This design comes from an exercise in tuning for small area and a short achievable clock period on the open sky130 flow, not from production work. In this exercise RTL edits were held to simulation tests only and were not proved equivalent to the original.

==> flow/design.v, too long to show whole: its modules and the start of the top module <==
// module fpu: 1254 lines
module fpu (clk, rst, in_valid, op_sel, rsA, rsB, out_valid, rd, exc2fsr);
  // ...
==> flow/run.sh <==
#!/bin/bash
# synth_recipe.tcl (not shown) runs the flow's synth.tcl, then flattens the netlist and writes it again
# the make line also repeats each setting of config.mk as NAME=value (left out here)
make -C /OpenROAD-flow-scripts/flow DESIGN_CONFIG=/design/flow/config.mk WORK_HOME=/design/flow/orfs CLKGATE_MAP_FILE= SYNTH_SCRIPT=/design/flow/synth_recipe.tcl finish
==> flow/config.mk <==
export PLATFORM = sky130hd
export DESIGN_NAME = fpu
export DESIGN_NICKNAME = fpu
export VERILOG_FILES = /design/flow/design.v
export SDC_FILE = /design/flow/constraint.sdc
export NUM_CORES = 4
export LEC_CHECK = 0
export CAP_MARGIN = 20
export CORE_MARGIN = 2
export CORE_UTILIZATION = 40
export SLEW_MARGIN = 20
==> flow/constraint.sdc <==
create_clock -name core_clock -period 30.0 [get_ports {clk}]
set_input_delay 6.0000 -clock core_clock [delete_from_list [all_inputs] [get_ports {clk}]]
set_output_delay 6.0000 -clock core_clock [all_outputs]
set_load 0.01 [all_outputs]
==> impl_metrics.tcl, run 1 <==
set metrics [dict create \
    synth_area_mm2 0.119 \
    synth-simple-area-share_pct 16.0 \
    period_needed_ns 8.19 \
    status "complete, no violations" \
    largest_register_ffs 100 \
    seq_area_mm2 0.0205 \
    rr_worst_depth 37 \
    synth_compound_area_share_pct 21.1 \
    final_cell_area_mm2 0.128 \
    syn_inst 15005 \
    crit_start "st2[26]$_DFF_P_" \
    cts-buffers-inserted 125 \
    critPathMaxStageDelay_ns 0.77 \
    initial_core_util_pct 40.2 \
    synthMuxAreaShare_pct 6.48 \
    top_regs "st9 (100), st8 (97), st7 (94)" \
    die_w_um 550 \
    drc 0 \
    routed_wl_mm 440 \
    dp_slack_ns 21.88 \
    layout_commonest_cell "nand2_1" \
    rsz0062_at_grt "false" \
    critPathCaptureType "flip-flop" \
    antennaDiodeCount 31 \
    vias_per_cell 5.91 \
    detail-route-antenna-nets 0 \
    nets 16300 \
]
==> run 2, diff against run 1 <==
--- a/flow/config.mk
+++ b/flow/config.mk
@@ -5,6 +5,7 @@
 export SDC_FILE = /design/flow/constraint.sdc
 export NUM_CORES = 4
 export LEC_CHECK = 0
+export ABC_AREA = 1
 export CAP_MARGIN = 20
 export CORE_MARGIN = 2
 export CORE_UTILIZATION = 40
==> run 2 against run 1 <==
Synthesized cell count is 11% higher. Still clean. Count of clock-buffer cells in the layout did not move. Largest cell class unchanged. Design area down 3.9%. Register-to-register slack worse by 0.26 ns. Clock skew fell by 0.027 ns. Highest routed layer unchanged. Area after synthesis is 4.2% lower. Global-route usage rose by 1.7 points.
==> impl_metrics.tcl, run 2 <==
set metrics [dict create \
    setup_viol 0 \
    routed.top_layer "met5" \
    post-route-period-util_pct 28.2 \
    wl_per_cell_um 22.0 \
    max_freq_mhz 118 \
    criticalPathCategory "reg2reg" \
    rsz0062_at_grt "false" \
    drc 0 \
    hpwl_mm 355 \
    hp-class "reg2reg" \
    wl_met1_mm 184 \
    grt_pass1_wl_mm 669 \
    critPathCaptureType "flip-flop" \
    worst-path-buf-inv 10 \
    ff2ff_setup_slack_ns 21.55 \
    max_slew.worst_pin.slew_ns 1.32 \
    fp.dieH_um 539 \
    cpMaxStageDelayCell "o21ai_0" \
    cap_viol_max_count 0 \
    dr_wl_met3_mm 36.2 \
    yosys-top-cells-area "dfxtp_1 18%, fa_1 12%, ha_1 11%" \
    cp_max_fo 73 \
    synth_area_mm2 0.114 \
    numPortBuffers 108 \
    synthArstFlopShare_pct 0 \
    initial_core_util_pct 40.1 \
    yosysUniqueCellTypes 79 \
    synth-main-ff-cell "dfxtp_1" \
    clock_skew_ns 0.0822 \
    cts_setup_buffers 0 \
    status "complete, no violations" \
    cp-start-kind "flip-flop" \
    yosysMostFrequentCell "nand2_1" \
    first_global_vias 106352 \
    vias 112910 \
    top_regs "st9 (100), st8 (97), st7 (94)" \
    hold_start "dvx_r9$_DFF_P_" \
    cts_hold_buf 0 \
    hold_viol_final 0 \
    drive_gt1_share_pct 3.67 \
    largest_register_ffs 100 \
    avgSynthCellArea_um2 6.85 \
    dp_slack_ns 21.69 \
    worstHoldEndpoint "dvx_r10$_DFF_P_" \
    ios 109 \
    grt_max_degree 96 \
    final_cell_area_mm2 0.123 \
    cp.arrival_ns 9.12 \
    antenna_found_initial 26 \
    slew_headroom_pct 11.3 \
    insertion_delay_ns 0.87 \
    placedCellCount 20046 \
    cpLargestDelayFamily "compound AO/OA/AOI/OAI gates" \
    synth_nets 18417 \
    routed_wl_mm 447 \
    critPathMaxStageDelay_ns 0.71 \
    setup_ws_ns 21.55 \
    grt.total_usage_pct 29.9 \
    cts_buffer_depth 4 \
    fp.dieArea_mm2 0.290 \
    synth_area_leader_cell "dfxtp_1" \
    cp.required_ns 30.66 \
    clkTransAtPathRegs_ns 0.06 \
    dpl_cell_area_mm2 0.119 \
    timing.rr.start "a0[23]$_DFF_P_" \
    synth_common_cells "3,048 x nand2_1, 2,833 x inv_1, 1,704 x o21ai_0" \
    die_w_um 539 \
    rows 196 \
    area_growth_pct 7.95 \
    yosys_warnings 1 \
    maxSlewViolCount 0 \
    synth_top_area_share_pct 17.8 \
    core_mm2 0.285 \
    detail-route-antenna-nets 0 \
    clockRootBuffer "clkbuf_16" \
    nets 18149 \
    period_needed_ns 8.45 \
    vias_per_cell 5.56 \
    r2r-end "st1[53]$_DFF_P_" \
    synth_edf_count 0 \
    seq_area_mm2 0.0204 \
    wl_met2_mm 198 \
    whs_path_depth 0 \
    syn_inst 16690 \
    cts_tree "built" \
    fin_tns_setup_ns 0 \
    dr.pass1.iters 8 \
    cts-buffers-inserted 135 \
    drt_iter0_drc 11997 \
    largest_register "st9" \
    overflow 0 \
    ys_seq_area_share_pct 17.8 \
    ys_ff_latch 1019 \
    most-common-layout-cells "3,047 x nand2_1, 2,831 x inv_1, 1,699 x o21ai_0" \
    gp_congestion 1.04 \
    multi_input_area_mm2 0.0802 \
    layout_commonest_cell "nand2_1" \
    htree_levels 4 \
    rr_worst_depth 43 \
    cts.sinks 1019 \
    cts_resized 0 \
    finalNonFillerCells 20300 \
    num-fill-cells 29801 \
]
-- run 2: changes by cell type after synthesis, sizes merged, moves of 249 or more --
| cell | previous run | this run |
|---|---|---|
| and2 | 268 | 19 |
| nand2 | 1478 | 3060 |
| a21oi | 974 | 1269 |
| xnor2 | 1015 | 256 |
| xor2 | 388 | 786 |
| mux2 | 320 | 3 |
| inv | 1327 | 2866 |
| nand3 | 257 | 632 |
| o21ai | 895 | 1803 |
-- run 2: layout make-up --
cell class	count	area share (%)
Tap cell	3762	3.82
Inverter	2911	8.86
Antenna cell	15	0.0304
Multi-Input combinational cell	12048	65.0
Clock inverter	74	0.636
Clock buffer	164	3.00
Timing Repair Buffer	307	2.10
Sequential cell	1019	16.6
-- run 2: worst max path at each step --
stage	start	to	depth (start not counted)
5_1_grt	a0[23]$_DFF_P_	st1[53]$_DFF_P_	43
3_3_place_gp	a0[23]$_DFF_P_	st1[53]$_DFF_P_	43
4_1_cts	a0[24]$_DFF_P_	st1[53]$_DFF_P_	42
6_report	a0[23]$_DFF_P_	st1[53]$_DFF_P_	43
2_1_floorplan	a0[23]$_DFF_P_	st1[53]$_DFF_P_	45
3_5_place_dp	a0[23]$_DFF_P_	st1[53]$_DFF_P_	43
-- run 2: cell families after synthesis --
| logic type | synth area share [%] |
|---|---|
| flip-flops | 17.8 |
| multiplexers | 0.187 |
| adder cells (fa/ha/maj) | 22.6 |
| XOR/XNOR | 8.00 |
| AND/OR/NAND/NOR | 18.7 |
| buffers and inverters | 12.0 |
| AO/OA/AOI/OAI | 20.7 |
-- run 2: metal layers --
metal  track usage, %  up-vias
li1                 -    54058
met1             38.4    52717
met2             47.7     4958
met3             4.64     1161
met4             17.3       16
met5                0        -
-- run 2: through the flow --
stage               hold slack [ns]  utilization, %
floorplan                     0.310               -
global placement              0.310            41.7
detailed placement            0.312            41.7
CTS                           0.314            43.3
global route                  0.328            43.3
finish                        0.311            43.3

-- separate check: timing with driven ports --
The flow's constraints put no driver on any port. The routed layouts listed below were extracted and timed again, unchanged, in two steps. Step 1 (the two cells are an assumption about what drives the block):
set clk [get_ports {clk}]
set_driving_cell -lib_cell sky130_fd_sc_hd__clkbuf_16 $clk
set_driving_cell -lib_cell sky130_fd_sc_hd__buf_2 [delete_from_list [all_inputs] $clk]
Step 2 moves the port delays by t, midway between the first and last clock arrival at a register: inputs arrive t later, outputs are due t later. That takes back most of the time a late clock gives input paths. Three values: ideal ports, drivers, drivers and shift; two values: the first two.
run	t, ns	slack for setup (ns)	pins driven straight from the clock port
run 1	0.969	21.808 / 21.808 / 21.808	1
run 2	0.916	21.545 / 21.545 / 21.545	1
After both steps setup and hold are still met in every run listed.
